Background: an optimization exercise with open tools, aiming at small area, a short achievable clock period and few clock cycles per item. Do not read the settings as production practice. At most, simulation tests tie the RTL to the original design; equivalence was not proved. For run 1, only the layout was checked, not whether the RTL still works. Power figures rest on the tool's default switching activity, not on a simulated workload.

==> flow/design.v (outline; a module is shown in full before it is edited, if it fits) <==
// module top_module: 3292 lines
// module fa_cell: 4 lines
// module xnor_cell: 3 lines
// module or_cell: 3 lines
module top_module(clk, reset, INIT, READY, DONE,
                  input_ram_en, input_ram_addr, input_ram_data,
                  filter_rom_en, filter_rom_addr, filter_rom_data,
                  conv_valid, conv_out);
  // ...
==> flow/flow/run.sh <==
#!/bin/bash
# Layout flow: the standard ORFS flow (standard.sh), with two changes:
#  - the port buffers that global placement puts on every input and output are
#    sky130_fd_sc_hd__buf_1 cells (timing repair may still resize them);
#  - clock tree synthesis arguments: -sink_clustering_enable -repair_clock_nets -dont_use_dummy_load -buf_list sky130_fd_sc_hd__clkbuf_8 -sink_clustering_size 15 -sink_clustering_max_diameter 60
# The whole make output goes to flow_make.log in the work folder; ORFS also keeps
# each step's own log under orfs/logs/.
set -euo pipefail
export BUFFER_PORTS_ARGS="-buffer_cell sky130_fd_sc_hd__buf_1"
export CTS_ARGS="-sink_clustering_enable -repair_clock_nets -dont_use_dummy_load -buf_list sky130_fd_sc_hd__clkbuf_8 -sink_clustering_size 15 -sink_clustering_max_diameter 60"
bash standard.sh "BUFFER_PORTS_ARGS=$BUFFER_PORTS_ARGS" "CTS_ARGS=$CTS_ARGS" finish > flow_make.log 2>&1
==> flow/standard.sh <==
#!/bin/bash
# synth_recipe.tcl (not shown) runs the flow's synth.tcl, then flattens the netlist and writes it again
# the make line also repeats each setting of config.mk as NAME=value (left out here)
make -C /OpenROAD-flow-scripts/flow DESIGN_CONFIG=/design/flow/config.mk WORK_HOME=/design/flow/orfs CLKGATE_MAP_FILE= SYNTH_SCRIPT=/design/flow/synth_recipe.tcl "${@:-finish}"
==> flow/config.mk <==
export PLATFORM = sky130hd
export DESIGN_NAME = top_module
export DESIGN_NICKNAME = top_module
export VERILOG_FILES = /design/flow/design.v
export SDC_FILE = /design/flow/constraint.sdc
export NUM_CORES = 4
export LEC_CHECK = 0
export CAP_MARGIN = 20
export CORE_MARGIN = 2
export CORE_UTILIZATION = 55
export PLACE_DENSITY = 0.75
export SETUP_SLACK_MARGIN = 3.55
export SLEW_MARGIN = 20
export SYNTH_HIERARCHICAL = 1
export SYNTH_MINIMUM_KEEP_SIZE = 0
==> flow/constraint.sdc <==
create_clock -name core_clock -period 6.0 [get_ports {clk}]
set_input_delay 1.2000 -clock core_clock [delete_from_list [all_inputs] [get_ports {clk}]]
set_output_delay 1.2000 -clock core_clock [all_outputs]
set_load 0.01 [all_outputs]
==> impl_metrics.yaml, run 1 <==
outcome:
  status: "finished clean"
clock_network:
  ctsResizeCount: 189
logic_synthesis:
  synthXorXnorAreaFrac: 0.0149
  synthSimpleGateAreaFrac: 0.116
  synthAdderAreaFrac: 0.481
  ys_warn_count: 7
  synthFlopType: "dfxtp_1"
  yosys-top-cells-count: "nand2_1 (552), fa_1 (494), dfxtp_1 (362)"
  synth.avg_cell_area_sq_um: 12.2
  synth.top_cell.area_share: 0.468
  synth_compound_area_frac: 0.0187
timing:
  finalHoldWorstSlack_ps: 328
  setup_slack_ps: 3420
  setup_viol: 0
finish:
  n_clock_buffer: 36
  drive_gt1_frac: 0.317
  antenna_cells: 2
grt:
  gr-usage-met3: 0.0939
  grt_use_met2: 0.520
  busiest_layer: "met2"
  use_met1: 0.431
setup_path:
  worst_path_max_delay_cell: "fa_2"
  reg2reg_slack_ps: 3420
  crit_buf_inv: 2
  critPathTopFamily: "adder cells"
floorplan:
  ios: 167
power_and_ir_drop:
  seqPwrFrac: 0.316
  clkPwrFrac: 0.111
  p_comb_mw: 6.92
drt:
  route.met2.wl_mm: 28.8
==> run 2, diff against run 1 <==
--- a/flow/design.v
+++ b/flow/design.v
@@ -1457,82 +1457,92 @@
 wire c1615;
 wire s1616;
 wire c1617;
-wire s1687;
-wire c1688;
-wire s1689;
-wire c1690;
-wire s1691;
-wire c1692;
-wire s1693;
-wire c1694;
-wire s1695;
-wire c1696;
-wire s1697;
-wire c1698;
-wire s1699;
-wire c1700;
-wire s1701;
-wire c1702;
-wire s1703;
-wire c1704;
-wire s1705;
-wire c1706;
-wire s1707;
-wire c1708;
-wire s1709;
-wire c1710;
-wire s1711;
-wire c1712;
-wire s1713;
-wire c1714;
-wire s1715;
-wire c1716;
-wire s1717;
-wire c1718;
-wire s1719;
-wire c1720;
-wire s1721;
-wire c1722;
-wire s1723;
-wire c1724;
-wire s1725;
-wire c1726;
-wire s1727;
-wire c1728;
-wire s1729;
-wire c1730;
-wire s1731;
-wire c1732;
-wire s1733;
-wire c1734;
-wire s1735;
-wire c1736;
-wire s1737;
-wire c1738;
-wire s1739;
-wire c1740;
-wire s1741;
-wire c1742;
-wire s1743;
-wire c1744;
-wire s1745;
-wire c1746;
-wire s1747;
-wire c1748;
-wire s1749;
-wire c1750;
-wire s1751;
-wire c1752;
-wire s1753;
-wire c1754;
-wire s1755;
-wire c1756;
-wire s1757;
-wire c1758;
-wire s1759;
-wire c1760;
-wire s1761;
-wire c1762;
+wire s1618;
+wire c1619;
+wire s1620;
+wire c1621;
+wire s1622;
+wire c1623;
+wire s1624;
+wire c1625;
+wire s1626;
+wire c1627;
+wire s1628;
+wire c1629;
+wire s1630;
+wire c1631;
+wire s1632;
+wire c1633;
+wire s1634;
+wire c1635;
+wire s1696;
+wire c1697;
+wire s1698;
+wire c1699;
+wire s1700;
+wire c1701;
+wire s1702;
+wire c1703;
+wire s1704;
+wire c1705;
+wire s1706;
+wire c1707;
+wire s1708;
+wire c1709;
+wire s1710;
+wire c1711;
+wire s1712;
+wire c1713;
+wire s1714;
+wire c1715;
+wire s1716;
+wire c1717;
+wire s1718;
+wire c1719;
+wire s1720;
+wire c1721;
+wire s1722;
+wire c1723;
+wire s1724;
+wire c1725;
+wire s1726;
+wire c1727;
+wire s1728;
+wire c1729;
+wire s1730;
+wire c1731;
+wire s1732;
+wire c1733;
+wire s1734;
+wire c1735;
+wire s1736;
+wire c1737;
+wire s1738;
+wire c1739;
+wire s1740;
+wire c1741;
+wire s1742;
+wire c1743;
+wire s1744;
+wire c1745;
+wire s1746;
+wire c1747;
+wire s1748;
+wire c1749;
+wire s1750;
+wire c1751;
+wire s1752;
+wire c1753;
+wire s1754;
+wire c1755;
+wire a1786;
+wire a1787;
+wire a1788;
+wire a1789;
+wire a1790;
+wire a1791;
+wire a1792;
+wire a1793;
 wire a1794;
 wire a1795;
 wire a1796;
@@ -1545,14 +1555,14 @@
 wire a1803;
 wire a1804;
 wire a1805;
-wire a1806;
-wire a1807;
-wire a1808;
-wire a1809;
-wire a1810;
-wire a1811;
-wire a1812;
-wire a1813;
+wire s1806;
+wire c1807;
+wire s1808;
+wire c1809;
+wire s1810;
+wire c1811;
+wire s1812;
+wire c1813;
 wire s1814;
 wire c1815;
 wire s1816;
@@ -1589,16 +1599,6 @@
 wire c1847;
 wire s1848;
 wire c1849;
-wire s1850;
-wire c1851;
-wire s1852;
-wire c1853;
-wire s1854;
-wire c1855;
-wire s1856;
-wire c1857;
-wire s1858;
-wire c1859;
 assign p1 = ~(input_ram_data[0] & filter_rom_data[0]);
 assign p2 = ~(input_ram_data[0] & filter_rom_data[1]);
 assign p3 = ~(input_ram_data[0] & filter_rom_data[2]);
@@ -2435,217 +2435,217 @@
 fa_cell u_s1374 (.a(s1362), .b(s1364), .c(s1366), .s(s1374), .co(c1375));
 fa_cell u_s1376 (.a(s1368), .b(c1351), .c(c1353), .s(s1376), .co(c1377));
 fa_cell u_s1378 (.a(s1370), .b(s1372), .c(s1374), .s(s1378), .co(c1379));
-fa_cell u_s1380 (.a(k1_1154), .b(k1_1155), .c(k1_1156), .s(s1380), .co(c1381));
-fa_cell u_s1382 (.a(k1_1157), .b(k1_1158), .c(k1_1159), .s(s1382), .co(c1383));
-fa_cell u_s1384 (.a(k1_1160), .b(k1_1161), .c(k1_1162), .s(s1384), .co(c1385));
-fa_cell u_s1386 (.a(k1_1163), .b(k1_1164), .c(k1_1165), .s(s1386), .co(c1387));
-fa_cell u_s1388 (.a(k1_1166), .b(k1_1167), .c(k1_1168), .s(s1388), .co(c1389));
-fa_cell u_s1390 (.a(k1_1169), .b(k1_1170), .c(k1_1171), .s(s1390), .co(c1391));
-fa_cell u_s1392 (.a(k1_1172), .b(k1_1173), .c(c1359), .s(s1392), .co(c1393));
-fa_cell u_s1394 (.a(c1361), .b(c1363), .c(c1365), .s(s1394), .co(c1395));
-fa_cell u_s1396 (.a(c1367), .b(c1369), .c(s1380), .s(s1396), .co(c1397));
-fa_cell u_s1398 (.a(s1382), .b(s1384), .c(s1386), .s(s1398), .co(c1399));
-fa_cell u_s1400 (.a(s1388), .b(s1390), .c(c1371), .s(s1400), .co(c1401));
-fa_cell u_s1402 (.a(c1373), .b(c1375), .c(s1392), .s(s1402), .co(c1403));
-fa_cell u_s1404 (.a(s1394), .b(s1396), .c(s1398), .s(s1404), .co(c1405));
-fa_cell u_s1406 (.a(k1_1174), .b(k1_1175), .c(k1_1176), .s(s1406), .co(c1407));
-fa_cell u_s1408 (.a(k1_1177), .b(k1_1178), .c(k1_1179), .s(s1408), .co(c1409));
-fa_cell u_s1410 (.a(k1_1180), .b(k1_1181), .c(k1_1182), .s(s1410), .co(c1411));
-fa_cell u_s1412 (.a(k1_1183), .b(k1_1184), .c(k1_1185), .s(s1412), .co(c1413));
-fa_cell u_s1414 (.a(k1_1186), .b(k1_1187), .c(k1_1188), .s(s1414), .co(c1415));
-fa_cell u_s1416 (.a(k1_1189), .b(k1_1190), .c(k1_1191), .s(s1416), .co(c1417));
-fa_cell u_s1418 (.a(k1_1192), .b(k1_1193), .c(k1_1194), .s(s1418), .co(c1419));
-fa_cell u_s1420 (.a(k1_1195), .b(k1_1196), .c(c1381), .s(s1420), .co(c1421));
-fa_cell u_s1422 (.a(c1383), .b(c1385), .c(c1387), .s(s1422), .co(c1423));
-fa_cell u_s1424 (.a(c1389), .b(c1391), .c(s1406), .s(s1424), .co(c1425));
-fa_cell u_s1426 (.a(s1408), .b(s1410), .c(s1412), .s(s1426), .co(c1427));
-fa_cell u_s1428 (.a(s1414), .b(s1416), .c(s1418), .s(s1428), .co(c1429));
-fa_cell u_s1430 (.a(c1393), .b(c1395), .c(c1397), .s(s1430), .co(c1431));
-fa_cell u_s1432 (.a(c1399), .b(s1420), .c(s1422), .s(s1432), .co(c1433));
-fa_cell u_s1434 (.a(s1424), .b(s1426), .c(s1428), .s(s1434), .co(c1435));
-fa_cell u_s1436 (.a(k1_1197), .b(k1_1198), .c(k1_1199), .s(s1436), .co(c1437));
-fa_cell u_s1438 (.a(k1_1200), .b(k1_1201), .c(k1_1202), .s(s1438), .co(c1439));
-fa_cell u_s1440 (.a(k1_1203), .b(k1_1204), .c(k1_1205), .s(s1440), .co(c1441));
-fa_cell u_s1442 (.a(k1_1206), .b(k1_1207), .c(k1_1208), .s(s1442), .co(c1443));
-fa_cell u_s1444 (.a(k1_1209), .b(k1_1210), .c(k1_1211), .s(s1444), .co(c1445));
-fa_cell u_s1446 (.a(k1_1212), .b(k1_1213), .c(k1_1214), .s(s1446), .co(c1447));
-fa_cell u_s1448 (.a(k1_1215), .b(k1_1216), .c(k1_1217), .s(s1448), .co(c1449));
-fa_cell u_s1450 (.a(k1_1218), .b(k1_1219), .c(k1_1220), .s(s1450), .co(c1451));
-fa_cell u_s1452 (.a(k1_1221), .b(k1_1222), .c(c1407), .s(s1452), .co(c1453));
-fa_cell u_s1454 (.a(c1409), .b(c1411), .c(c1413), .s(s1454), .co(c1455));
-fa_cell u_s1456 (.a(c1415), .b(c1417), .c(c1419), .s(s1456), .co(c1457));
-fa_cell u_s1458 (.a(s1436), .b(s1438), .c(s1440), .s(s1458), .co(c1459));
-fa_cell u_s1460 (.a(s1442), .b(s1444), .c(s1446), .s(s1460), .co(c1461));
-fa_cell u_s1462 (.a(s1448), .b(s1450), .c(c1421), .s(s1462), .co(c1463));
-fa_cell u_s1464 (.a(c1423), .b(c1425), .c(c1427), .s(s1464), .co(c1465));
-fa_cell u_s1466 (.a(c1429), .b(s1452), .c(s1454), .s(s1466), .co(c1467));
-fa_cell u_s1468 (.a(s1456), .b(s1458), .c(s1460), .s(s1468), .co(c1469));
-fa_cell u_s1470 (.a(c1431), .b(c1433), .c(s1462), .s(s1470), .co(c1471));
-fa_cell u_s1472 (.a(k1_1223), .b(k1_1224), .c(k1_1225), .s(s1472), .co(c1473));
-fa_cell u_s1474 (.a(k1_1226), .b(k1_1227), .c(k1_1228), .s(s1474), .co(c1475));
-fa_cell u_s1476 (.a(k1_1229), .b(k1_1230), .c(k1_1231), .s(s1476), .co(c1477));
-fa_cell u_s1478 (.a(k1_1232), .b(k1_1233), .c(k1_1234), .s(s1478), .co(c1479));
-fa_cell u_s1480 (.a(k1_1235), .b(k1_1236), .c(k1_1237), .s(s1480), .co(c1481));
-fa_cell u_s1482 (.a(k1_1238), .b(k1_1239), .c(k1_1240), .s(s1482), .co(c1483));
-fa_cell u_s1484 (.a(k1_1241), .b(k1_1242), .c(k1_1243), .s(s1484), .co(c1485));
-fa_cell u_s1486 (.a(k1_1244), .b(k1_1245), .c(c1437), .s(s1486), .co(c1487));
-fa_cell u_s1488 (.a(c1439), .b(c1441), .c(c1443), .s(s1488), .co(c1489));
-fa_cell u_s1490 (.a(c1445), .b(c1447), .c(c1449), .s(s1490), .co(c1491));
-fa_cell u_s1492 (.a(c1451), .b(s1472), .c(s1474), .s(s1492), .co(c1493));
-fa_cell u_s1494 (.a(s1476), .b(s1478), .c(s1480), .s(s1494), .co(c1495));
-fa_cell u_s1496 (.a(s1482), .b(s1484), .c(c1453), .s(s1496), .co(c1497));
-fa_cell u_s1498 (.a(c1455), .b(c1457), .c(c1459), .s(s1498), .co(c1499));
-fa_cell u_s1500 (.a(c1461), .b(s1486), .c(s1488), .s(s1500), .co(c1501));
-fa_cell u_s1502 (.a(s1490), .b(s1492), .c(s1494), .s(s1502), .co(c1503));
-fa_cell u_s1504 (.a(c1463), .b(c1465), .c(c1467), .s(s1504), .co(c1505));
-fa_cell u_s1506 (.a(k1_1246), .b(k1_1247), .c(k1_1248), .s(s1506), .co(c1507));
-fa_cell u_s1508 (.a(k1_1249), .b(k1_1250), .c(k1_1251), .s(s1508), .co(c1509));
-fa_cell u_s1510 (.a(k1_1252), .b(k1_1253), .c(k1_1254), .s(s1510), .co(c1511));
-fa_cell u_s1512 (.a(k1_1255), .b(k1_1256), .c(k1_1257), .s(s1512), .co(c1513));
-fa_cell u_s1514 (.a(k1_1258), .b(k1_1259), .c(k1_1260), .s(s1514), .co(c1515));
-fa_cell u_s1516 (.a(k1_1261), .b(k1_1262), .c(k1_1263), .s(s1516), .co(c1517));
-fa_cell u_s1518 (.a(k1_1264), .b(c1473), .c(c1475), .s(s1518), .co(c1519));
-fa_cell u_s1520 (.a(c1477), .b(c1479), .c(c1481), .s(s1520), .co(c1521));
-fa_cell u_s1522 (.a(c1483), .b(c1485), .c(s1506), .s(s1522), .co(c1523));
-fa_cell u_s1524 (.a(s1508), .b(s1510), .c(s1512), .s(s1524), .co(c1525));
-fa_cell u_s1526 (.a(s1514), .b(s1516), .c(c1487), .s(s1526), .co(c1527));
-fa_cell u_s1528 (.a(c1489), .b(c1491), .c(c1493), .s(s1528), .co(c1529));
-fa_cell u_s1530 (.a(c1495), .b(s1518), .c(s1520), .s(s1530), .co(c1531));
-fa_cell u_s1532 (.a(s1522), .b(s1524), .c(c1497), .s(s1532), .co(c1533));
-fa_cell u_s1534 (.a(c1499), .b(c1501), .c(s1526), .s(s1534), .co(c1535));
-fa_cell u_s1536 (.a(k1_1265), .b(k1_1266), .c(k1_1267), .s(s1536), .co(c1537));
-fa_cell u_s1538 (.a(k1_1268), .b(k1_1269), .c(k1_1270), .s(s1538), .co(c1539));
-fa_cell u_s1540 (.a(k1_1271), .b(k1_1272), .c(k1_1273), .s(s1540), .co(c1541));
-fa_cell u_s1542 (.a(k1_1274), .b(k1_1275), .c(k1_1276), .s(s1542), .co(c1543));
-fa_cell u_s1544 (.a(k1_1277), .b(k1_1278), .c(k1_1279), .s(s1544), .co(c1545));
-fa_cell u_s1546 (.a(k1_1280), .b(k1_1281), .c(c1507), .s(s1546), .co(c1547));
-fa_cell u_s1548 (.a(c1509), .b(c1511), .c(c1513), .s(s1548), .co(c1549));
-fa_cell u_s1550 (.a(c1515), .b(c1517), .c(s1536), .s(s1550), .co(c1551));
-fa_cell u_s1552 (.a(s1538), .b(s1540), .c(s1542), .s(s1552), .co(c1553));
-fa_cell u_s1554 (.a(s1544), .b(c1519), .c(c1521), .s(s1554), .co(c1555));
-fa_cell u_s1556 (.a(c1523), .b(c1525), .c(s1546), .s(s1556), .co(c1557));
-fa_cell u_s1558 (.a(s1548), .b(s1550), .c(s1552), .s(s1558), .co(c1559));
-fa_cell u_s1560 (.a(c1527), .b(c1529), .c(c1531), .s(s1560), .co(c1561));
-fa_cell u_s1562 (.a(k1_1282), .b(k1_1283), .c(k1_1284), .s(s1562), .co(c1563));
-fa_cell u_s1564 (.a(k1_1285), .b(k1_1286), .c(k1_1287), .s(s1564), .co(c1565));
-fa_cell u_s1566 (.a(k1_1288), .b(k1_1289), .c(k1_1290), .s(s1566), .co(c1567));
-fa_cell u_s1568 (.a(k1_1291), .b(k1_1292), .c(k1_1293), .s(s1568), .co(c1569));
-fa_cell u_s1570 (.a(k1_1294), .b(k1_1295), .c(c1537), .s(s1570), .co(c1571));
-fa_cell u_s1572 (.a(c1539), .b(c1541), .c(c1543), .s(s1572), .co(c1573));
-fa_cell u_s1574 (.a(c1545), .b(s1562), .c(s1564), .s(s1574), .co(c1575));
-fa_cell u_s1576 (.a(s1566), .b(s1568), .c(c1547), .s(s1576), .co(c1577));
-fa_cell u_s1578 (.a(c1549), .b(c1551), .c(c1553), .s(s1578), .co(c1579));
-fa_cell u_s1580 (.a(s1570), .b(s1572), .c(s1574), .s(s1580), .co(c1581));
-fa_cell u_s1582 (.a(c1555), .b(c1557), .c(s1576), .s(s1582), .co(c1583));
-fa_cell u_s1584 (.a(k1_1296), .b(k1_1297), .c(k1_1298), .s(s1584), .co(c1585));
-fa_cell u_s1586 (.a(k1_1299), .b(k1_1300), .c(k1_1301), .s(s1586), .co(c1587));
-fa_cell u_s1588 (.a(k1_1302), .b(k1_1303), .c(k1_1304), .s(s1588), .co(c1589));
-fa_cell u_s1590 (.a(k1_1305), .b(k1_1306), .c(c1563), .s(s1590), .co(c1591));
-fa_cell u_s1592 (.a(c1565), .b(c1567), .c(c1569), .s(s1592), .co(c1593));
-fa_cell u_s1594 (.a(s1584), .b(s1586), .c(s1588), .s(s1594), .co(c1595));
-fa_cell u_s1596 (.a(c1571), .b(c1573), .c(c1575), .s(s1596), .co(c1597));
-fa_cell u_s1598 (.a(s1590), .b(s1592), .c(s1594), .s(s1598), .co(c1599));
-fa_cell u_s1600 (.a(k1_1307), .b(k1_1308), .c(k1_1309), .s(s1600), .co(c1601));
-fa_cell u_s1602 (.a(k1_1310), .b(k1_1311), .c(k1_1312), .s(s1602), .co(c1603));
-fa_cell u_s1604 (.a(c1585), .b(c1587), .c(c1589), .s(s1604), .co(c1605));
-fa_cell u_s1606 (.a(s1600), .b(s1602), .c(c1591), .s(s1606), .co(c1607));
-fa_cell u_s1608 (.a(c1593), .b(c1595), .c(s1604), .s(s1608), .co(c1609));
-fa_cell u_s1610 (.a(k1_1313), .b(k1_1314), .c(k1_1315), .s(s1610), .co(c1611));
-fa_cell u_s1612 (.a(k1_1316), .b(c1601), .c(c1603), .s(s1612), .co(c1613));
-fa_cell u_s1614 (.a(s1610), .b(c1605), .c(s1612), .s(s1614), .co(c1615));
-fa_cell u_s1616 (.a(k1_1317), .b(c1611), .c(c1613), .s(s1616), .co(c1617));
-fa_cell u_s1687 (.a(k2_1624), .b(k2_1625), .c(k2_1626), .s(s1687), .co(c1688));
-fa_cell u_s1689 (.a(k2_1627), .b(k2_1628), .c(k2_1629), .s(s1689), .co(c1690));
-fa_cell u_s1691 (.a(k2_1630), .b(c1688), .c(s1689), .s(s1691), .co(c1692));
-fa_cell u_s1693 (.a(k2_1631), .b(k2_1632), .c(k2_1633), .s(s1693), .co(c1694));
-fa_cell u_s1695 (.a(k2_1634), .b(k2_1635), .c(c1690), .s(s1695), .co(c1696));
-fa_cell u_s1697 (.a(s1693), .b(c1692), .c(s1695), .s(s1697), .co(c1698));
-fa_cell u_s1699 (.a(k2_1636), .b(k2_1637), .c(k2_1638), .s(s1699), .co(c1700));
-fa_cell u_s1701 (.a(k2_1639), .b(k2_1640), .c(k2_1641), .s(s1701), .co(c1702));
-fa_cell u_s1703 (.a(c1694), .b(s1699), .c(s1701), .s(s1703), .co(c1704));
-fa_cell u_s1705 (.a(c1696), .b(s1703), .c(c1698), .s(s1705), .co(c1706));
-fa_cell u_s1707 (.a(k2_1642), .b(k2_1643), .c(k2_1644), .s(s1707), .co(c1708));
-fa_cell u_s1709 (.a(k2_1645), .b(k2_1646), .c(c1700), .s(s1709), .co(c1710));
-fa_cell u_s1711 (.a(c1702), .b(s1707), .c(c1704), .s(s1711), .co(c1712));
-fa_cell u_s1713 (.a(k2_1647), .b(k2_1648), .c(k2_1649), .s(s1713), .co(c1714));
-fa_cell u_s1715 (.a(k2_1650), .b(k2_1651), .c(k2_1652), .s(s1715), .co(c1716));
-fa_cell u_s1717 (.a(k2_1653), .b(c1708), .c(s1713), .s(s1717), .co(c1718));
-fa_cell u_s1719 (.a(s1715), .b(c1710), .c(s1717), .s(s1719), .co(c1720));
-fa_cell u_s1721 (.a(k2_1654), .b(k2_1655), .c(k2_1656), .s(s1721), .co(c1722));
-fa_cell u_s1723 (.a(k2_1657), .b(k2_1658), .c(k2_1659), .s(s1723), .co(c1724));
-fa_cell u_s1725 (.a(c1714), .b(c1716), .c(s1721), .s(s1725), .co(c1726));
-fa_cell u_s1727 (.a(s1723), .b(c1718), .c(s1725), .s(s1727), .co(c1728));
-fa_cell u_s1729 (.a(k2_1660), .b(k2_1661), .c(k2_1662), .s(s1729), .co(c1730));
-fa_cell u_s1731 (.a(k2_1663), .b(k2_1664), .c(k2_1665), .s(s1731), .co(c1732));
-fa_cell u_s1733 (.a(c1722), .b(c1724), .c(s1729), .s(s1733), .co(c1734));
-fa_cell u_s1735 (.a(s1731), .b(c1726), .c(s1733), .s(s1735), .co(c1736));
-fa_cell u_s1737 (.a(k2_1666), .b(k2_1667), .c(k2_1668), .s(s1737), .co(c1738));
-fa_cell u_s1739 (.a(k2_1669), .b(k2_1670), .c(c1730), .s(s1739), .co(c1740));
-fa_cell u_s1741 (.a(c1732), .b(s1737), .c(c1734), .s(s1741), .co(c1742));
-fa_cell u_s1743 (.a(k2_1671), .b(k2_1672), .c(k2_1673), .s(s1743), .co(c1744));
-fa_cell u_s1745 (.a(k2_1674), .b(k2_1675), .c(k2_1676), .s(s1745), .co(c1746));
-fa_cell u_s1747 (.a(c1738), .b(s1743), .c(s1745), .s(s1747), .co(c1748));
-fa_cell u_s1749 (.a(c1740), .b(s1747), .c(c1742), .s(s1749), .co(c1750));
-fa_cell u_s1751 (.a(k2_1677), .b(k2_1678), .c(k2_1679), .s(s1751), .co(c1752));
-fa_cell u_s1753 (.a(k2_1680), .b(c1744), .c(c1746), .s(s1753), .co(c1754));
-fa_cell u_s1755 (.a(s1751), .b(c1748), .c(s1753), .s(s1755), .co(c1756));
-fa_cell u_s1757 (.a(k2_1681), .b(k2_1682), .c(k2_1683), .s(s1757), .co(c1758));
-fa_cell u_s1759 (.a(c1752), .b(s1757), .c(c1754), .s(s1759), .co(c1760));
-fa_cell u_s1761 (.a(k2_1684), .b(k2_1685), .c(c1758), .s(s1761), .co(c1762));
-assign a1794 = ~(acc[0] & g_q[0]);
-assign a1795 = ~(acc[1] & g_q[0]);
-assign a1796 = ~(acc[2] & g_q[0]);
-assign a1797 = ~(acc[3] & g_q[0]);
-assign a1798 = ~(acc[4] & g_q[0]);
-assign a1799 = ~(acc[5] & g_q[0]);
-assign a1800 = ~(acc[6] & g_q[0]);
-assign a1801 = ~(acc[7] & g_q[0]);
-assign a1802 = ~(acc[8] & g_q[0]);
-assign a1803 = ~(acc[9] & g_q[0]);
-assign a1804 = ~(acc[10] & g_q[0]);
-assign a1805 = ~(acc[11] & g_q[0]);
-assign a1806 = ~(acc[12] & g_q[0]);
-assign a1807 = ~(acc[13] & g_q[0]);
-assign a1808 = ~(acc[14] & g_q[0]);
-assign a1809 = ~(acc[15] & g_q[0]);
-assign a1810 = ~(acc[16] & g_q[0]);
-assign a1811 = ~(acc[17] & g_q[0]);
-assign a1812 = ~(acc[18] & g_q[0]);
-assign a1813 = ~(acc[19] & g_q[0]);
-xnor_cell u_s1814 (.a(k3_1773), .b(k3_1774), .y(s1814));
-or_cell u_c1815 (.a(k3_1773), .b(k3_1774), .y(c1815));
-xnor_cell u_s1816 (.a(k3_1776), .b(k3_1777), .y(s1816));
-or_cell u_c1817 (.a(k3_1776), .b(k3_1777), .y(c1817));
-xnor_cell u_s1818 (.a(k3_1778), .b(k3_1779), .y(s1818));
-or_cell u_c1819 (.a(k3_1778), .b(k3_1779), .y(c1819));
-xnor_cell u_s1820 (.a(k3_1780), .b(k3_1781), .y(s1820));
-or_cell u_c1821 (.a(k3_1780), .b(k3_1781), .y(c1821));
-fa_cell u_s1822 (.a(k3_1782), .b(k3_1783), .c(k3_1784), .s(s1822), .co(c1823));
-xnor_cell u_s1824 (.a(k3_1763), .b(k3_1764), .y(s1824));
-or_cell u_c1825 (.a(k3_1763), .b(k3_1764), .y(c1825));
-xnor_cell u_s1826 (.a(k3_1765), .b(a1795), .y(s1826));
-or_cell u_c1827 (.a(k3_1765), .b(a1795), .y(c1827));
-xnor_cell u_s1828 (.a(k3_1766), .b(a1796), .y(s1828));
-or_cell u_c1829 (.a(k3_1766), .b(a1796), .y(c1829));
-fa_cell u_s1830 (.a(k3_1767), .b(k3_1768), .c(a1797), .s(s1830), .co(c1831));
-xnor_cell u_s1832 (.a(k3_1769), .b(a1798), .y(s1832));
-or_cell u_c1833 (.a(k3_1769), .b(a1798), .y(c1833));
-xnor_cell u_s1834 (.a(k3_1770), .b(a1799), .y(s1834));
-or_cell u_c1835 (.a(k3_1770), .b(a1799), .y(c1835));
-xnor_cell u_s1836 (.a(k3_1771), .b(a1800), .y(s1836));
-or_cell u_c1837 (.a(k3_1771), .b(a1800), .y(c1837));
-xnor_cell u_s1838 (.a(k3_1772), .b(a1801), .y(s1838));
-or_cell u_c1839 (.a(k3_1772), .b(a1801), .y(c1839));
-fa_cell u_s1840 (.a(k3_1775), .b(a1802), .c(s1814), .s(s1840), .co(c1841));
-fa_cell u_s1842 (.a(a1803), .b(c1815), .c(s1816), .s(s1842), .co(c1843));
-fa_cell u_s1844 (.a(a1804), .b(c1817), .c(s1818), .s(s1844), .co(c1845));
-fa_cell u_s1846 (.a(a1805), .b(c1819), .c(s1820), .s(s1846), .co(c1847));
-fa_cell u_s1848 (.a(a1806), .b(c1821), .c(s1822), .s(s1848), .co(c1849));
-fa_cell u_s1850 (.a(k3_1785), .b(a1807), .c(c1823), .s(s1850), .co(c1851));
-fa_cell u_s1852 (.a(k3_1786), .b(k3_1787), .c(a1808), .s(s1852), .co(c1853));
-fa_cell u_s1854 (.a(k3_1788), .b(k3_1789), .c(a1809), .s(s1854), .co(c1855));
-fa_cell u_s1856 (.a(k3_1790), .b(k3_1791), .c(a1810), .s(s1856), .co(c1857));
-fa_cell u_s1858 (.a(k3_1792), .b(k3_1793), .c(a1811), .s(s1858), .co(c1859));
+fa_cell u_s1380 (.a(c1355), .b(c1357), .c(s1376), .s(s1380), .co(c1381));
+fa_cell u_s1382 (.a(k1_1154), .b(k1_1155), .c(k1_1156), .s(s1382), .co(c1383));
+fa_cell u_s1384 (.a(k1_1157), .b(k1_1158), .c(k1_1159), .s(s1384), .co(c1385));
+fa_cell u_s1386 (.a(k1_1160), .b(k1_1161), .c(k1_1162), .s(s1386), .co(c1387));
+fa_cell u_s1388 (.a(k1_1163), .b(k1_1164), .c(k1_1165), .s(s1388), .co(c1389));
+fa_cell u_s1390 (.a(k1_1166), .b(k1_1167), .c(k1_1168), .s(s1390), .co(c1391));
+fa_cell u_s1392 (.a(k1_1169), .b(k1_1170), .c(k1_1171), .s(s1392), .co(c1393));
+fa_cell u_s1394 (.a(k1_1172), .b(k1_1173), .c(c1359), .s(s1394), .co(c1395));
+fa_cell u_s1396 (.a(c1361), .b(c1363), .c(c1365), .s(s1396), .co(c1397));
+fa_cell u_s1398 (.a(c1367), .b(c1369), .c(s1382), .s(s1398), .co(c1399));
+fa_cell u_s1400 (.a(s1384), .b(s1386), .c(s1388), .s(s1400), .co(c1401));
+fa_cell u_s1402 (.a(s1390), .b(s1392), .c(c1371), .s(s1402), .co(c1403));
+fa_cell u_s1404 (.a(c1373), .b(c1375), .c(s1394), .s(s1404), .co(c1405));
+fa_cell u_s1406 (.a(s1396), .b(s1398), .c(s1400), .s(s1406), .co(c1407));
+fa_cell u_s1408 (.a(c1377), .b(s1402), .c(c1379), .s(s1408), .co(c1409));
+fa_cell u_s1410 (.a(k1_1174), .b(k1_1175), .c(k1_1176), .s(s1410), .co(c1411));
+fa_cell u_s1412 (.a(k1_1177), .b(k1_1178), .c(k1_1179), .s(s1412), .co(c1413));
+fa_cell u_s1414 (.a(k1_1180), .b(k1_1181), .c(k1_1182), .s(s1414), .co(c1415));
+fa_cell u_s1416 (.a(k1_1183), .b(k1_1184), .c(k1_1185), .s(s1416), .co(c1417));
+fa_cell u_s1418 (.a(k1_1186), .b(k1_1187), .c(k1_1188), .s(s1418), .co(c1419));
+fa_cell u_s1420 (.a(k1_1189), .b(k1_1190), .c(k1_1191), .s(s1420), .co(c1421));
+fa_cell u_s1422 (.a(k1_1192), .b(k1_1193), .c(k1_1194), .s(s1422), .co(c1423));
+fa_cell u_s1424 (.a(k1_1195), .b(k1_1196), .c(c1383), .s(s1424), .co(c1425));
+fa_cell u_s1426 (.a(c1385), .b(c1387), .c(c1389), .s(s1426), .co(c1427));
+fa_cell u_s1428 (.a(c1391), .b(c1393), .c(s1410), .s(s1428), .co(c1429));
+fa_cell u_s1430 (.a(s1412), .b(s1414), .c(s1416), .s(s1430), .co(c1431));
+fa_cell u_s1432 (.a(s1418), .b(s1420), .c(s1422), .s(s1432), .co(c1433));
+fa_cell u_s1434 (.a(c1395), .b(c1397), .c(c1399), .s(s1434), .co(c1435));
+fa_cell u_s1436 (.a(c1401), .b(s1424), .c(s1426), .s(s1436), .co(c1437));
+fa_cell u_s1438 (.a(s1428), .b(s1430), .c(s1432), .s(s1438), .co(c1439));
+fa_cell u_s1440 (.a(c1403), .b(c1405), .c(c1407), .s(s1440), .co(c1441));
+fa_cell u_s1442 (.a(k1_1197), .b(k1_1198), .c(k1_1199), .s(s1442), .co(c1443));
+fa_cell u_s1444 (.a(k1_1200), .b(k1_1201), .c(k1_1202), .s(s1444), .co(c1445));
+fa_cell u_s1446 (.a(k1_1203), .b(k1_1204), .c(k1_1205), .s(s1446), .co(c1447));
+fa_cell u_s1448 (.a(k1_1206), .b(k1_1207), .c(k1_1208), .s(s1448), .co(c1449));
+fa_cell u_s1450 (.a(k1_1209), .b(k1_1210), .c(k1_1211), .s(s1450), .co(c1451));
+fa_cell u_s1452 (.a(k1_1212), .b(k1_1213), .c(k1_1214), .s(s1452), .co(c1453));
+fa_cell u_s1454 (.a(k1_1215), .b(k1_1216), .c(k1_1217), .s(s1454), .co(c1455));
+fa_cell u_s1456 (.a(k1_1218), .b(k1_1219), .c(k1_1220), .s(s1456), .co(c1457));
+fa_cell u_s1458 (.a(k1_1221), .b(k1_1222), .c(c1411), .s(s1458), .co(c1459));
+fa_cell u_s1460 (.a(c1413), .b(c1415), .c(c1417), .s(s1460), .co(c1461));
+fa_cell u_s1462 (.a(c1419), .b(c1421), .c(c1423), .s(s1462), .co(c1463));
+fa_cell u_s1464 (.a(s1442), .b(s1444), .c(s1446), .s(s1464), .co(c1465));
+fa_cell u_s1466 (.a(s1448), .b(s1450), .c(s1452), .s(s1466), .co(c1467));
+fa_cell u_s1468 (.a(s1454), .b(s1456), .c(c1425), .s(s1468), .co(c1469));
+fa_cell u_s1470 (.a(c1427), .b(c1429), .c(c1431), .s(s1470), .co(c1471));
+fa_cell u_s1472 (.a(c1433), .b(s1458), .c(s1460), .s(s1472), .co(c1473));
+fa_cell u_s1474 (.a(s1462), .b(s1464), .c(s1466), .s(s1474), .co(c1475));
+fa_cell u_s1476 (.a(c1435), .b(c1437), .c(s1468), .s(s1476), .co(c1477));
+fa_cell u_s1478 (.a(c1439), .b(s1470), .c(s1472), .s(s1478), .co(c1479));
+fa_cell u_s1480 (.a(k1_1223), .b(k1_1224), .c(k1_1225), .s(s1480), .co(c1481));
+fa_cell u_s1482 (.a(k1_1226), .b(k1_1227), .c(k1_1228), .s(s1482), .co(c1483));
+fa_cell u_s1484 (.a(k1_1229), .b(k1_1230), .c(k1_1231), .s(s1484), .co(c1485));
+fa_cell u_s1486 (.a(k1_1232), .b(k1_1233), .c(k1_1234), .s(s1486), .co(c1487));
+fa_cell u_s1488 (.a(k1_1235), .b(k1_1236), .c(k1_1237), .s(s1488), .co(c1489));
+fa_cell u_s1490 (.a(k1_1238), .b(k1_1239), .c(k1_1240), .s(s1490), .co(c1491));
+fa_cell u_s1492 (.a(k1_1241), .b(k1_1242), .c(k1_1243), .s(s1492), .co(c1493));
+fa_cell u_s1494 (.a(k1_1244), .b(k1_1245), .c(c1443), .s(s1494), .co(c1495));
+fa_cell u_s1496 (.a(c1445), .b(c1447), .c(c1449), .s(s1496), .co(c1497));
+fa_cell u_s1498 (.a(c1451), .b(c1453), .c(c1455), .s(s1498), .co(c1499));
+fa_cell u_s1500 (.a(c1457), .b(s1480), .c(s1482), .s(s1500), .co(c1501));
+fa_cell u_s1502 (.a(s1484), .b(s1486), .c(s1488), .s(s1502), .co(c1503));
+fa_cell u_s1504 (.a(s1490), .b(s1492), .c(c1459), .s(s1504), .co(c1505));
+fa_cell u_s1506 (.a(c1461), .b(c1463), .c(c1465), .s(s1506), .co(c1507));
+fa_cell u_s1508 (.a(c1467), .b(s1494), .c(s1496), .s(s1508), .co(c1509));
+fa_cell u_s1510 (.a(s1498), .b(s1500), .c(s1502), .s(s1510), .co(c1511));
+fa_cell u_s1512 (.a(c1469), .b(c1471), .c(c1473), .s(s1512), .co(c1513));
+fa_cell u_s1514 (.a(s1504), .b(c1475), .c(s1506), .s(s1514), .co(c1515));
+fa_cell u_s1516 (.a(k1_1246), .b(k1_1247), .c(k1_1248), .s(s1516), .co(c1517));
+fa_cell u_s1518 (.a(k1_1249), .b(k1_1250), .c(k1_1251), .s(s1518), .co(c1519));
+fa_cell u_s1520 (.a(k1_1252), .b(k1_1253), .c(k1_1254), .s(s1520), .co(c1521));
+fa_cell u_s1522 (.a(k1_1255), .b(k1_1256), .c(k1_1257), .s(s1522), .co(c1523));
+fa_cell u_s1524 (.a(k1_1258), .b(k1_1259), .c(k1_1260), .s(s1524), .co(c1525));
+fa_cell u_s1526 (.a(k1_1261), .b(k1_1262), .c(k1_1263), .s(s1526), .co(c1527));
+fa_cell u_s1528 (.a(k1_1264), .b(c1481), .c(c1483), .s(s1528), .co(c1529));
+fa_cell u_s1530 (.a(c1485), .b(c1487), .c(c1489), .s(s1530), .co(c1531));
+fa_cell u_s1532 (.a(c1491), .b(c1493), .c(s1516), .s(s1532), .co(c1533));
+fa_cell u_s1534 (.a(s1518), .b(s1520), .c(s1522), .s(s1534), .co(c1535));
+fa_cell u_s1536 (.a(s1524), .b(s1526), .c(c1495), .s(s1536), .co(c1537));
+fa_cell u_s1538 (.a(c1497), .b(c1499), .c(c1501), .s(s1538), .co(c1539));
+fa_cell u_s1540 (.a(c1503), .b(s1528), .c(s1530), .s(s1540), .co(c1541));
+fa_cell u_s1542 (.a(s1532), .b(s1534), .c(c1505), .s(s1542), .co(c1543));
+fa_cell u_s1544 (.a(c1507), .b(c1509), .c(s1536), .s(s1544), .co(c1545));
+fa_cell u_s1546 (.a(c1511), .b(s1538), .c(s1540), .s(s1546), .co(c1547));
+fa_cell u_s1548 (.a(k1_1265), .b(k1_1266), .c(k1_1267), .s(s1548), .co(c1549));
+fa_cell u_s1550 (.a(k1_1268), .b(k1_1269), .c(k1_1270), .s(s1550), .co(c1551));
+fa_cell u_s1552 (.a(k1_1271), .b(k1_1272), .c(k1_1273), .s(s1552), .co(c1553));
+fa_cell u_s1554 (.a(k1_1274), .b(k1_1275), .c(k1_1276), .s(s1554), .co(c1555));
+fa_cell u_s1556 (.a(k1_1277), .b(k1_1278), .c(k1_1279), .s(s1556), .co(c1557));
+fa_cell u_s1558 (.a(k1_1280), .b(k1_1281), .c(c1517), .s(s1558), .co(c1559));
+fa_cell u_s1560 (.a(c1519), .b(c1521), .c(c1523), .s(s1560), .co(c1561));
+fa_cell u_s1562 (.a(c1525), .b(c1527), .c(s1548), .s(s1562), .co(c1563));
+fa_cell u_s1564 (.a(s1550), .b(s1552), .c(s1554), .s(s1564), .co(c1565));
+fa_cell u_s1566 (.a(s1556), .b(c1529), .c(c1531), .s(s1566), .co(c1567));
+fa_cell u_s1568 (.a(c1533), .b(c1535), .c(s1558), .s(s1568), .co(c1569));
+fa_cell u_s1570 (.a(s1560), .b(s1562), .c(s1564), .s(s1570), .co(c1571));
+fa_cell u_s1572 (.a(c1537), .b(c1539), .c(c1541), .s(s1572), .co(c1573));
+fa_cell u_s1574 (.a(k1_1282), .b(k1_1283), .c(k1_1284), .s(s1574), .co(c1575));
+fa_cell u_s1576 (.a(k1_1285), .b(k1_1286), .c(k1_1287), .s(s1576), .co(c1577));
+fa_cell u_s1578 (.a(k1_1288), .b(k1_1289), .c(k1_1290), .s(s1578), .co(c1579));
+fa_cell u_s1580 (.a(k1_1291), .b(k1_1292), .c(k1_1293), .s(s1580), .co(c1581));
+fa_cell u_s1582 (.a(k1_1294), .b(k1_1295), .c(c1549), .s(s1582), .co(c1583));
+fa_cell u_s1584 (.a(c1551), .b(c1553), .c(c1555), .s(s1584), .co(c1585));
+fa_cell u_s1586 (.a(c1557), .b(s1574), .c(s1576), .s(s1586), .co(c1587));
+fa_cell u_s1588 (.a(s1578), .b(s1580), .c(c1559), .s(s1588), .co(c1589));
+fa_cell u_s1590 (.a(c1561), .b(c1563), .c(c1565), .s(s1590), .co(c1591));
+fa_cell u_s1592 (.a(s1582), .b(s1584), .c(s1586), .s(s1592), .co(c1593));
+fa_cell u_s1594 (.a(c1567), .b(c1569), .c(s1588), .s(s1594), .co(c1595));
+fa_cell u_s1596 (.a(k1_1296), .b(k1_1297), .c(k1_1298), .s(s1596), .co(c1597));
+fa_cell u_s1598 (.a(k1_1299), .b(k1_1300), .c(k1_1301), .s(s1598), .co(c1599));
+fa_cell u_s1600 (.a(k1_1302), .b(k1_1303), .c(k1_1304), .s(s1600), .co(c1601));
+fa_cell u_s1602 (.a(k1_1305), .b(k1_1306), .c(c1575), .s(s1602), .co(c1603));
+fa_cell u_s1604 (.a(c1577), .b(c1579), .c(c1581), .s(s1604), .co(c1605));
+fa_cell u_s1606 (.a(s1596), .b(s1598), .c(s1600), .s(s1606), .co(c1607));
+fa_cell u_s1608 (.a(c1583), .b(c1585), .c(c1587), .s(s1608), .co(c1609));
+fa_cell u_s1610 (.a(s1602), .b(s1604), .c(s1606), .s(s1610), .co(c1611));
+fa_cell u_s1612 (.a(c1589), .b(c1591), .c(c1593), .s(s1612), .co(c1613));
+fa_cell u_s1614 (.a(k1_1307), .b(k1_1308), .c(k1_1309), .s(s1614), .co(c1615));
+fa_cell u_s1616 (.a(k1_1310), .b(k1_1311), .c(k1_1312), .s(s1616), .co(c1617));
+fa_cell u_s1618 (.a(c1597), .b(c1599), .c(c1601), .s(s1618), .co(c1619));
+fa_cell u_s1620 (.a(s1614), .b(s1616), .c(c1603), .s(s1620), .co(c1621));
+fa_cell u_s1622 (.a(c1605), .b(c1607), .c(s1618), .s(s1622), .co(c1623));
+fa_cell u_s1624 (.a(c1609), .b(s1620), .c(c1611), .s(s1624), .co(c1625));
+fa_cell u_s1626 (.a(k1_1313), .b(k1_1314), .c(k1_1315), .s(s1626), .co(c1627));
+fa_cell u_s1628 (.a(k1_1316), .b(c1615), .c(c1617), .s(s1628), .co(c1629));
+fa_cell u_s1630 (.a(s1626), .b(c1619), .c(s1628), .s(s1630), .co(c1631));
+fa_cell u_s1632 (.a(c1621), .b(c1623), .c(s1630), .s(s1632), .co(c1633));
+fa_cell u_s1634 (.a(k1_1317), .b(c1627), .c(c1629), .s(s1634), .co(c1635));
+fa_cell u_s1696 (.a(k2_1642), .b(k2_1643), .c(k2_1644), .s(s1696), .co(c1697));
+fa_cell u_s1698 (.a(k2_1645), .b(k2_1646), .c(c1697), .s(s1698), .co(c1699));
+fa_cell u_s1700 (.a(k2_1647), .b(k2_1648), .c(k2_1649), .s(s1700), .co(c1701));
+fa_cell u_s1702 (.a(k2_1650), .b(s1700), .c(c1699), .s(s1702), .co(c1703));
+fa_cell u_s1704 (.a(k2_1651), .b(k2_1652), .c(k2_1653), .s(s1704), .co(c1705));
+fa_cell u_s1706 (.a(k2_1654), .b(k2_1655), .c(c1701), .s(s1706), .co(c1707));
+fa_cell u_s1708 (.a(s1704), .b(s1706), .c(c1703), .s(s1708), .co(c1709));
+fa_cell u_s1710 (.a(k2_1656), .b(k2_1657), .c(k2_1658), .s(s1710), .co(c1711));
+fa_cell u_s1712 (.a(k2_1659), .b(c1705), .c(s1710), .s(s1712), .co(c1713));
+fa_cell u_s1714 (.a(k2_1660), .b(k2_1661), .c(k2_1662), .s(s1714), .co(c1715));
+fa_cell u_s1716 (.a(k2_1663), .b(k2_1664), .c(k2_1665), .s(s1716), .co(c1717));
+fa_cell u_s1718 (.a(c1711), .b(s1714), .c(s1716), .s(s1718), .co(c1719));
+fa_cell u_s1720 (.a(k2_1666), .b(k2_1667), .c(k2_1668), .s(s1720), .co(c1721));
+fa_cell u_s1722 (.a(k2_1669), .b(k2_1670), .c(c1715), .s(s1722), .co(c1723));
+fa_cell u_s1724 (.a(c1717), .b(s1720), .c(c1719), .s(s1724), .co(c1725));
+fa_cell u_s1726 (.a(k2_1671), .b(k2_1672), .c(k2_1673), .s(s1726), .co(c1727));
+fa_cell u_s1728 (.a(k2_1674), .b(k2_1675), .c(k2_1676), .s(s1728), .co(c1729));
+fa_cell u_s1730 (.a(k2_1677), .b(c1721), .c(s1726), .s(s1730), .co(c1731));
+fa_cell u_s1732 (.a(s1728), .b(c1723), .c(s1730), .s(s1732), .co(c1733));
+fa_cell u_s1734 (.a(k2_1678), .b(k2_1679), .c(k2_1680), .s(s1734), .co(c1735));
+fa_cell u_s1736 (.a(k2_1681), .b(k2_1682), .c(c1727), .s(s1736), .co(c1737));
+fa_cell u_s1738 (.a(c1729), .b(s1734), .c(c1731), .s(s1738), .co(c1739));
+fa_cell u_s1740 (.a(s1736), .b(c1733), .c(s1738), .s(s1740), .co(c1741));
+fa_cell u_s1742 (.a(k2_1683), .b(k2_1684), .c(k2_1685), .s(s1742), .co(c1743));
+fa_cell u_s1744 (.a(k2_1686), .b(c1735), .c(s1742), .s(s1744), .co(c1745));
+fa_cell u_s1746 (.a(c1737), .b(s1744), .c(c1739), .s(s1746), .co(c1747));
+fa_cell u_s1748 (.a(k2_1687), .b(k2_1688), .c(k2_1689), .s(s1748), .co(c1749));
+fa_cell u_s1750 (.a(c1743), .b(s1748), .c(c1745), .s(s1750), .co(c1751));
+fa_cell u_s1752 (.a(k2_1690), .b(k2_1691), .c(c1749), .s(s1752), .co(c1753));
+fa_cell u_s1754 (.a(k2_1692), .b(k2_1693), .c(k2_1694), .s(s1754), .co(c1755));
+assign a1786 = ~(acc[0] & g_q[0]);
+assign a1787 = ~(acc[1] & g_q[0]);
+assign a1788 = ~(acc[2] & g_q[0]);
+assign a1789 = ~(acc[3] & g_q[0]);
+assign a1790 = ~(acc[4] & g_q[0]);
+assign a1791 = ~(acc[5] & g_q[0]);
+assign a1792 = ~(acc[6] & g_q[0]);
+assign a1793 = ~(acc[7] & g_q[0]);
+assign a1794 = ~(acc[8] & g_q[0]);
+assign a1795 = ~(acc[9] & g_q[0]);
+assign a1796 = ~(acc[10] & g_q[0]);
+assign a1797 = ~(acc[11] & g_q[0]);
+assign a1798 = ~(acc[12] & g_q[0]);
+assign a1799 = ~(acc[13] & g_q[0]);
+assign a1800 = ~(acc[14] & g_q[0]);
+assign a1801 = ~(acc[15] & g_q[0]);
+assign a1802 = ~(acc[16] & g_q[0]);
+assign a1803 = ~(acc[17] & g_q[0]);
+assign a1804 = ~(acc[18] & g_q[0]);
+assign a1805 = ~(acc[19] & g_q[0]);
+xnor_cell u_s1806 (.a(k3_1766), .b(k3_1767), .y(s1806));
+or_cell u_c1807 (.a(k3_1766), .b(k3_1767), .y(c1807));
+xnor_cell u_s1808 (.a(k3_1769), .b(k3_1770), .y(s1808));
+or_cell u_c1809 (.a(k3_1769), .b(k3_1770), .y(c1809));
+xnor_cell u_s1810 (.a(k3_1771), .b(k3_1772), .y(s1810));
+or_cell u_c1811 (.a(k3_1771), .b(k3_1772), .y(c1811));
+xnor_cell u_s1812 (.a(k3_1773), .b(k3_1774), .y(s1812));
+or_cell u_c1813 (.a(k3_1773), .b(k3_1774), .y(c1813));
+xnor_cell u_s1814 (.a(k3_1756), .b(k3_1757), .y(s1814));
+or_cell u_c1815 (.a(k3_1756), .b(k3_1757), .y(c1815));
+xnor_cell u_s1816 (.a(k3_1758), .b(a1787), .y(s1816));
+or_cell u_c1817 (.a(k3_1758), .b(a1787), .y(c1817));
+xnor_cell u_s1818 (.a(k3_1759), .b(a1788), .y(s1818));
+or_cell u_c1819 (.a(k3_1759), .b(a1788), .y(c1819));
+fa_cell u_s1820 (.a(k3_1760), .b(k3_1761), .c(a1789), .s(s1820), .co(c1821));
+xnor_cell u_s1822 (.a(k3_1762), .b(a1790), .y(s1822));
+or_cell u_c1823 (.a(k3_1762), .b(a1790), .y(c1823));
+xnor_cell u_s1824 (.a(k3_1763), .b(a1791), .y(s1824));
+or_cell u_c1825 (.a(k3_1763), .b(a1791), .y(c1825));
+xnor_cell u_s1826 (.a(k3_1764), .b(a1792), .y(s1826));
+or_cell u_c1827 (.a(k3_1764), .b(a1792), .y(c1827));
+xnor_cell u_s1828 (.a(k3_1765), .b(a1793), .y(s1828));
+or_cell u_c1829 (.a(k3_1765), .b(a1793), .y(c1829));
+fa_cell u_s1830 (.a(k3_1768), .b(a1794), .c(s1806), .s(s1830), .co(c1831));
+fa_cell u_s1832 (.a(a1795), .b(c1807), .c(s1808), .s(s1832), .co(c1833));
+fa_cell u_s1834 (.a(a1796), .b(c1809), .c(s1810), .s(s1834), .co(c1835));
+fa_cell u_s1836 (.a(a1797), .b(c1811), .c(s1812), .s(s1836), .co(c1837));
+fa_cell u_s1838 (.a(k3_1775), .b(a1798), .c(c1813), .s(s1838), .co(c1839));
+fa_cell u_s1840 (.a(k3_1776), .b(k3_1777), .c(a1799), .s(s1840), .co(c1841));
+fa_cell u_s1842 (.a(k3_1778), .b(k3_1779), .c(a1800), .s(s1842), .co(c1843));
+fa_cell u_s1844 (.a(k3_1780), .b(k3_1781), .c(a1801), .s(s1844), .co(c1845));
+fa_cell u_s1846 (.a(k3_1782), .b(k3_1783), .c(a1802), .s(s1846), .co(c1847));
+fa_cell u_s1848 (.a(k3_1784), .b(k3_1785), .c(a1803), .s(s1848), .co(c1849));
 reg k1_1099;
 reg k1_1100;
 reg k1_1101;
@@ -2865,24 +2865,6 @@
 reg k1_1315;
 reg k1_1316;
 reg k1_1317;
-reg k2_1618;
-reg k2_1619;
-reg k2_1620;
-reg k2_1621;
-reg k2_1622;
-reg k2_1623;
-reg k2_1624;
-reg k2_1625;
-reg k2_1626;
-reg k2_1627;
-reg k2_1628;
-reg k2_1629;
-reg k2_1630;
-reg k2_1631;
-reg k2_1632;
-reg k2_1633;
-reg k2_1634;
-reg k2_1635;
 reg k2_1636;
 reg k2_1637;
 reg k2_1638;
@@ -2934,6 +2916,22 @@
 reg k2_1684;
 reg k2_1685;
 reg k2_1686;
+reg k2_1687;
+reg k2_1688;
+reg k2_1689;
+reg k2_1690;
+reg k2_1691;
+reg k2_1692;
+reg k2_1693;
+reg k2_1694;
+reg k2_1695;
+reg k3_1756;
+reg k3_1757;
+reg k3_1758;
+reg k3_1759;
+reg k3_1760;
+reg k3_1761;
+reg k3_1762;
 reg k3_1763;
 reg k3_1764;
 reg k3_1765;
@@ -2957,14 +2955,6 @@
 reg k3_1783;
 reg k3_1784;
 reg k3_1785;
-reg k3_1786;
-reg k3_1787;
-reg k3_1788;
-reg k3_1789;
-reg k3_1790;
-reg k3_1791;
-reg k3_1792;
-reg k3_1793;
 always @(posedge clk) begin
     k1_1099 <= s515;
     k1_1100 <= s517;
@@ -3185,109 +3175,99 @@
     k1_1315 <= c1096;
     k1_1316 <= s1097;
     k1_1317 <= c1098;
-    k2_1618 <= k1_1099;
-    k2_1619 <= k1_1100;
-    k2_1620 <= s1320;
-    k2_1621 <= s1328;
-    k2_1622 <= c1329;
-    k2_1623 <= s1340;
-    k2_1624 <= s1354;
-    k2_1625 <= c1341;
-    k2_1626 <= s1356;
-    k2_1627 <= c1355;
-    k2_1628 <= c1357;
-    k2_1629 <= s1376;
-    k2_1630 <= s1378;
-    k2_1631 <= c1377;
-    k2_1632 <= s1400;
-    k2_1633 <= c1379;
-    k2_1634 <= s1402;
-    k2_1635 <= s1404;
-    k2_1636 <= c1401;
-    k2_1637 <= c1403;
-    k2_1638 <= c1405;
-    k2_1639 <= s1430;
-    k2_1640 <= s1432;
-    k2_1641 <= s1434;
-    k2_1642 <= c1435;
-    k2_1643 <= s1464;
-    k2_1644 <= s1466;
-    k2_1645 <= s1468;
-    k2_1646 <= s1470;
-    k2_1647 <= s1496;
-    k2_1648 <= c1469;
-    k2_1649 <= s1498;
-    k2_1650 <= s1500;
-    k2_1651 <= s1502;
-    k2_1652 <= c1471;
-    k2_1653 <= s1504;
-    k2_1654 <= c1503;
-    k2_1655 <= s1528;
-    k2_1656 <= s1530;
-    k2_1657 <= s1532;
-    k2_1658 <= c1505;
-    k2_1659 <= s1534;
-    k2_1660 <= s1554;
-    k2_1661 <= s1556;
-    k2_1662 <= s1558;
-    k2_1663 <= c1533;
-    k2_1664 <= c1535;
-    k2_1665 <= s1560;
-    k2_1666 <= c1559;
-    k2_1667 <= s1578;
-    k2_1668 <= s1580;
-    k2_1669 <= c1561;
-    k2_1670 <= s1582;
-    k2_1671 <= c1577;
-    k2_1672 <= c1579;
-    k2_1673 <= c1581;
-    k2_1674 <= s1596;
-    k2_1675 <= s1598;
-    k2_1676 <= c1583;
-    k2_1677 <= c1597;
-    k2_1678 <= s1606;
-    k2_1679 <= c1599;
-    k2_1680 <= s1608;
-    k2_1681 <= c1607;
-    k2_1682 <= c1609;
-    k2_1683 <= s1614;
-    k2_1684 <= c1615;
-    k2_1685 <= s1616;
-    k2_1686 <= c1617;
-    k3_1763 <= k2_1618;
-    k3_1764 <= k2_1619;
-    k3_1765 <= k2_1620;
-    k3_1766 <= k2_1621;
-    k3_1767 <= k2_1622;
-    k3_1768 <= k2_1623;
-    k3_1769 <= s1687;
-    k3_1770 <= s1691;
-    k3_1771 <= s1697;
-    k3_1772 <= s1705;
-    k3_1773 <= s1709;
-    k3_1774 <= s1711;
-    k3_1775 <= c1706;
-    k3_1776 <= c1712;
-    k3_1777 <= s1719;
-    k3_1778 <= c1720;
-    k3_1779 <= s1727;
-    k3_1780 <= c1728;
-    k3_1781 <= s1735;
-    k3_1782 <= s1739;
-    k3_1783 <= c1736;
-    k3_1784 <= s1741;
-    k3_1785 <= s1749;
-    k3_1786 <= s1755;
-    k3_1787 <= c1750;
-    k3_1788 <= c1756;
-    k3_1789 <= s1759;
-    k3_1790 <= s1761;
-    k3_1791 <= c1760;
-    k3_1792 <= k2_1686;
-    k3_1793 <= c1762;
+    k2_1636 <= k1_1099;
+    k2_1637 <= k1_1100;
+    k2_1638 <= s1320;
+    k2_1639 <= s1328;
+    k2_1640 <= c1329;
+    k2_1641 <= s1340;
+    k2_1642 <= s1354;
+    k2_1643 <= c1341;
+    k2_1644 <= s1356;
+    k2_1645 <= s1378;
+    k2_1646 <= s1380;
+    k2_1647 <= s1404;
+    k2_1648 <= s1406;
+    k2_1649 <= c1381;
+    k2_1650 <= s1408;
+    k2_1651 <= s1434;
+    k2_1652 <= s1436;
+    k2_1653 <= s1438;
+    k2_1654 <= c1409;
+    k2_1655 <= s1440;
+    k2_1656 <= s1474;
+    k2_1657 <= c1441;
+    k2_1658 <= s1476;
+    k2_1659 <= s1478;
+    k2_1660 <= s1508;
+    k2_1661 <= s1510;
+    k2_1662 <= c1477;
+    k2_1663 <= c1479;
+    k2_1664 <= s1512;
+    k2_1665 <= s1514;
+    k2_1666 <= s1542;
+    k2_1667 <= c1513;
+    k2_1668 <= c1515;
+    k2_1669 <= s1544;
+    k2_1670 <= s1546;
+    k2_1671 <= s1566;
+    k2_1672 <= s1568;
+    k2_1673 <= s1570;
+    k2_1674 <= c1543;
+    k2_1675 <= c1545;
+    k2_1676 <= c1547;
+    k2_1677 <= s1572;
+    k2_1678 <= c1571;
+    k2_1679 <= s1590;
+    k2_1680 <= s1592;
+    k2_1681 <= c1573;
+    k2_1682 <= s1594;
+    k2_1683 <= s1608;
+    k2_1684 <= s1610;
+    k2_1685 <= c1595;
+    k2_1686 <= s1612;
+    k2_1687 <= s1622;
+    k2_1688 <= c1613;
+    k2_1689 <= s1624;
+    k2_1690 <= c1625;
+    k2_1691 <= s1632;
+    k2_1692 <= c1631;
+    k2_1693 <= s1634;
+    k2_1694 <= c1633;
+    k2_1695 <= c1635;
+    k3_1756 <= k2_1636;
+    k3_1757 <= k2_1637;
+    k3_1758 <= k2_1638;
+    k3_1759 <= k2_1639;
+    k3_1760 <= k2_1640;
+    k3_1761 <= k2_1641;
+    k3_1762 <= s1696;
+    k3_1763 <= s1698;
+    k3_1764 <= s1702;
+    k3_1765 <= s1708;
+    k3_1766 <= c1707;
+    k3_1767 <= s1712;
+    k3_1768 <= c1709;
+    k3_1769 <= c1713;
+    k3_1770 <= s1718;
+    k3_1771 <= s1722;
+    k3_1772 <= s1724;
+    k3_1773 <= c1725;
+    k3_1774 <= s1732;
+    k3_1775 <= s1740;
+    k3_1776 <= c1741;
+    k3_1777 <= s1746;
+    k3_1778 <= s1750;
+    k3_1779 <= c1747;
+    k3_1780 <= s1752;
+    k3_1781 <= c1751;
+    k3_1782 <= s1754;
+    k3_1783 <= c1753;
+    k3_1784 <= k2_1695;
+    k3_1785 <= c1755;
 end
 always @(posedge clk)
-    acc <= ~({a1813, a1812, s1858, s1856, s1854, s1852, s1850, s1848, s1846, s1844, s1842, s1840, s1838, s1836, s1834, s1832, s1830, s1828, s1826, s1824} + {1'b1, c1859, c1857, c1855, c1853, c1851, c1849, c1847, c1845, c1843, c1841, c1839, c1837, c1835, c1833, c1831, c1829, c1827, c1825, a1794} + 20'd1);
+    acc <= ~({a1805, a1804, s1848, s1846, s1844, s1842, s1840, s1838, s1836, s1834, s1832, s1830, s1828, s1826, s1824, s1822, s1820, s1818, s1816, s1814} + {1'b1, c1849, c1847, c1845, c1843, c1841, c1839, c1837, c1835, c1833, c1831, c1829, c1827, c1825, c1823, c1821, c1819, c1817, c1815, a1786} + 20'd1);
 assign conv_out = acc;
 endmodule
 module fa_cell(input a, input b, input c, output s, output co);
==> flow/flow/run.sh (replaced) <==
#!/bin/bash
# Layout flow: the standard ORFS flow (standard.sh), with these changes:
#  - synthesis and floorplan run first with SETUP_SLACK_MARGIN=0 (the floorplan's
#    timing repair, which sees no wires yet, then upsizes less); the later
#    steps use config.mk's margin;
#  - port buffers: at the start of global placement, flow/pre_gpl.tcl removes the
#    synthesis buffers (as the standard flow does there) and puts a
#    sky130_fd_sc_hd__buf_4 on every input port and a sky130_fd_sc_hd__buf_1 on every
#    output port, in place of the standard buffer_ports call; they are kept through
#    the step's own remove_buffers and released for timing repair by
#    flow/post_gpl.tcl;
#  - clock tree synthesis arguments: -sink_clustering_enable -repair_clock_nets -dont_use_dummy_load -buf_list sky130_fd_sc_hd__clkbuf_8 -sink_clustering_size 15 -sink_clustering_max_diameter 60
# make's output goes to flow_make_floorplan.log and flow_make.log in the work
# folder; ORFS also keeps each step's own log under orfs/logs/.
set -euo pipefail
export CTS_ARGS="-sink_clustering_enable -repair_clock_nets -dont_use_dummy_load -buf_list sky130_fd_sc_hd__clkbuf_8 -sink_clustering_size 15 -sink_clustering_max_diameter 60"
ARGS=("DONT_BUFFER_PORTS=1" "PRE_GLOBAL_PLACE_TCL=$PWD/flow/pre_gpl.tcl" "POST_GLOBAL_PLACE_TCL=$PWD/flow/post_gpl.tcl" "CTS_ARGS=$CTS_ARGS")
bash standard.sh "${ARGS[@]}" "SETUP_SLACK_MARGIN=0" floorplan > flow_make_floorplan.log 2>&1
bash standard.sh "${ARGS[@]}" finish > flow_make.log 2>&1
==> flow/flow/post_gpl.tcl (new file) <==
# Let timing repair resize the port buffers again.
unset_dont_touch [get_cells {input* output*}]
==> flow/flow/pre_gpl.tcl (new file) <==
# Buffer every input and output port (the standard flow's buffer_ports, with chosen cells).
remove_buffers
buffer_ports -inputs -buffer_cell sky130_fd_sc_hd__buf_4
buffer_ports -outputs -buffer_cell sky130_fd_sc_hd__buf_1
set_dont_touch [get_cells {input* output*}]
puts "port buffers: [llength [get_cells {input* output*}]]"
--- a/flow/config.mk
+++ b/flow/config.mk
@@ -9,7 +9,7 @@
 export CORE_MARGIN = 2
 export CORE_UTILIZATION = 55
 export PLACE_DENSITY = 0.75
-export SETUP_SLACK_MARGIN = 3.55
+export SETUP_SLACK_MARGIN = 3.5
 export SLEW_MARGIN = 20
 export SYNTH_HIERARCHICAL = 1
 export SYNTH_MINIMUM_KEEP_SIZE = 0
==> impl_metrics.yaml, run 2 <==
outcome:
  status: "finished clean"
hold_path:
  worstHoldStart: "k2_1637"
  hp-class: "reg2reg"
  whs_endpoint: "k3_1757"
setup_path:
  crit_arrival_ps: 3100
  worst_path_max_delay_cell: "dfxtp_4"
  reg2reg_slack_ps: 3460
  timing.rr.start: "g_q"
  crit_start: "g_q"
  critPathTopFamily: "compound AO/OA/AOI/OAI gates"
  r2r-end: "acc[15]"
  critPathLaunchType: "register"
  required_ps: 6560
  crit_buf_inv: 1
  worst-setup-path-type: "reg2reg"
  path_cells: "buf_4 -> nand2_1 -> or2_1 -> ha_1 -> a21o_1 -> nor2b_4 -> a211o_1 -> nand3b_1 -> a31oi_2 -> xor2_1"
place:
  dp_hpwl_mm: 49.8
  port_buffers: 166
power_and_ir_drop:
  p_int_mw: 6.61
  seqPwrFrac: 0.328
  pwr_density_cell_mw_per_mm2: 492
  vdd_drop_max_uv: 237
  sw_frac_of_total: 0.412
  clkPwrFrac: 0.104
  combPwrFrac: 0.568
logic_synthesis:
  syn_inst: 1724
  synth.area.top_cells: "fa_1 (47%), dfxtp_1 (34%), nand2_1 (9.9%)"
  synthArstFlopShare: 0
  ys_warn_count: 7
  synth-seq-cells: 352
  yosys-top-cells-count: "nand2_1 (552), fa_1 (494), dfxtp_1 (352)"
  yosysMostFrequentCell: "nand2_1"
  synthFlopType: "dfxtp_1"
  synth.avg_cell_area_sq_um: 12.1
  synth.top_cell.area_share: 0.473
  synth_largest_area_cell: "fa_1"
  netlist_area_sq_mm: 0.0209
finish:
  largestRegisters: "acc (20), rd_addr (10)"
  num-fill-cells: 2916
  syn2layout_area_growth_pct: 9.33
  drive_gt1_frac: 0.123
  layout_commonest_cell: "nand2_1"
  largest_reg_flops: 20
  layout_common_cells: "nand2_1 (550), fa_1 (488), dfxtp_1 (347)"
grt:
  overflow: 0
  grt_pass1_wl_mm: 87.8
  grt_pass1_vias: 14400
  grt_usage: 0.313
  antenna_found_initial: 12
drt:
  remaining_drc_errors: 0
  viasPerCell: 5.74
  wl_mm: 59.3
  drtIter0Drc: 1393
  vias: 13200
  ant_nets: 0
clock_network:
  cts_buffer_depth: 3
  cts_sinks: 352
  htreeDepth: 1
  ctsHoldBuffers: 0
timing:
  fin_setup_tns_ps: 0
  drv_slew: 0
  fin_crit_sh: 0.423
  min_period_ps: 2540
  max_slew.worst_pin.slew_ps: 456
  fmax_ghz: 0.394
  setup_viol: 0
floorplan:
  die_area_sq_mm: 0.0396
  dieWidth_um: 199
  std_cell_rows: 71
  ios: 167
  initial_core_util: 0.557
[run 2: changes by cell type after synthesis, sizes merged]
cell | previous run | this run
dfxtp | 362 | 352
[run 2: worst max-delay path by stage]
| stage | depth (start not counted) | slack [ps] | end |
|---|---|---|---|
| finish | 10 | 3460 | acc[15] |
| global route | 11 | 3340 | acc[18] |
| floorplan | 5 | 2990 | k1_1173 |
| detailed placement | 9 | 2820 | acc[15] |
| CTS | 9 | 3450 | acc[15] |
| global placement | 9 | 2810 | acc[15] |
[run 2: cell type report]
type,count,area [sq um],area share
diodes,2,5.00,0.000219
multi-input cells,1228,13600,0.593
flip-flops and latches,352,7060,0.309
well taps,511,639,0.0280
clock buffers,29,399,0.0175
inverters,8,30.0,0.00131
repair buffers,174,1170,0.0514
[run 2: per-stage QoR]
step           hold WS, ps   util  area, sq um  std cells  worst slack [ps]
2_1_floorplan          310      -        20900       1724              2990
3_3_place_gp           312  0.589        22100       2265              2810
3_5_place_dp           312  0.589        22100       2265              2820
4_1_cts                335  0.605        22700       2298              3450
5_1_grt                348  0.608        22900       2302              3340
6_report               333  0.608        22900       2304              3460
[run 2: cell families after synthesis]
group	count (synthesis)	synth area share
AO/OA/AOI/OAI	56	0.0188
buffers and inverters	144	0.0263
adder cells (fa/ha/maj)	515	0.485
AND/OR/NAND/NOR	621	0.117
flip-flops	352	0.337
XOR/XNOR	36	0.0151
[run 2: per-layer routing]
| metal | GRT usage | vias to the layer above | share of wire |
|---|---|---|---|
| li1 | - | 5294 | - |
| met4 | 0.116 | 2 | 0.046 |
| met3 | 0.0831 | 221 | 0.13 |
| met2 | 0.513 | 990 | 0.47 |
| met5 | 0 | - | 0.00022 |
| met1 | 0.404 | 6709 | 0.36 |
[run 2: repair_timing]
item / in CTS / in global routing
buffers inserted: 4 / 4
gates resized for setup: 29 / 29
pin swaps: 7 / 9
endpoints found under the setup margin: 19 / 17
[run 2: per-module statistics from Yosys (local to each module, per instance)]
module	times used	area, sq um	cells
or_cell	11	6.26	1
top_module	1	10900	1209
xnor_cell	11	8.76	1
fa_cell	493	20.0	1
[run 2: power by group through the flow]
stage | sequential [mW] | combinational [mW] | clock, mW
2_1_floorplan | 3.67 | 3.92 | 0
3_3_place_gp | 3.72 | 5.72 | 0
3_5_place_dp | 3.76 | 5.97 | 0
4_1_cts | 3.70 | 6.21 | 1.19
5_1_grt | 3.78 | 7.21 | 1.27
6_report | 3.69 | 6.38 | 1.17
Testbench counts of run 2, summed over its fixed seeds: cycles 8,320, items 4,112.
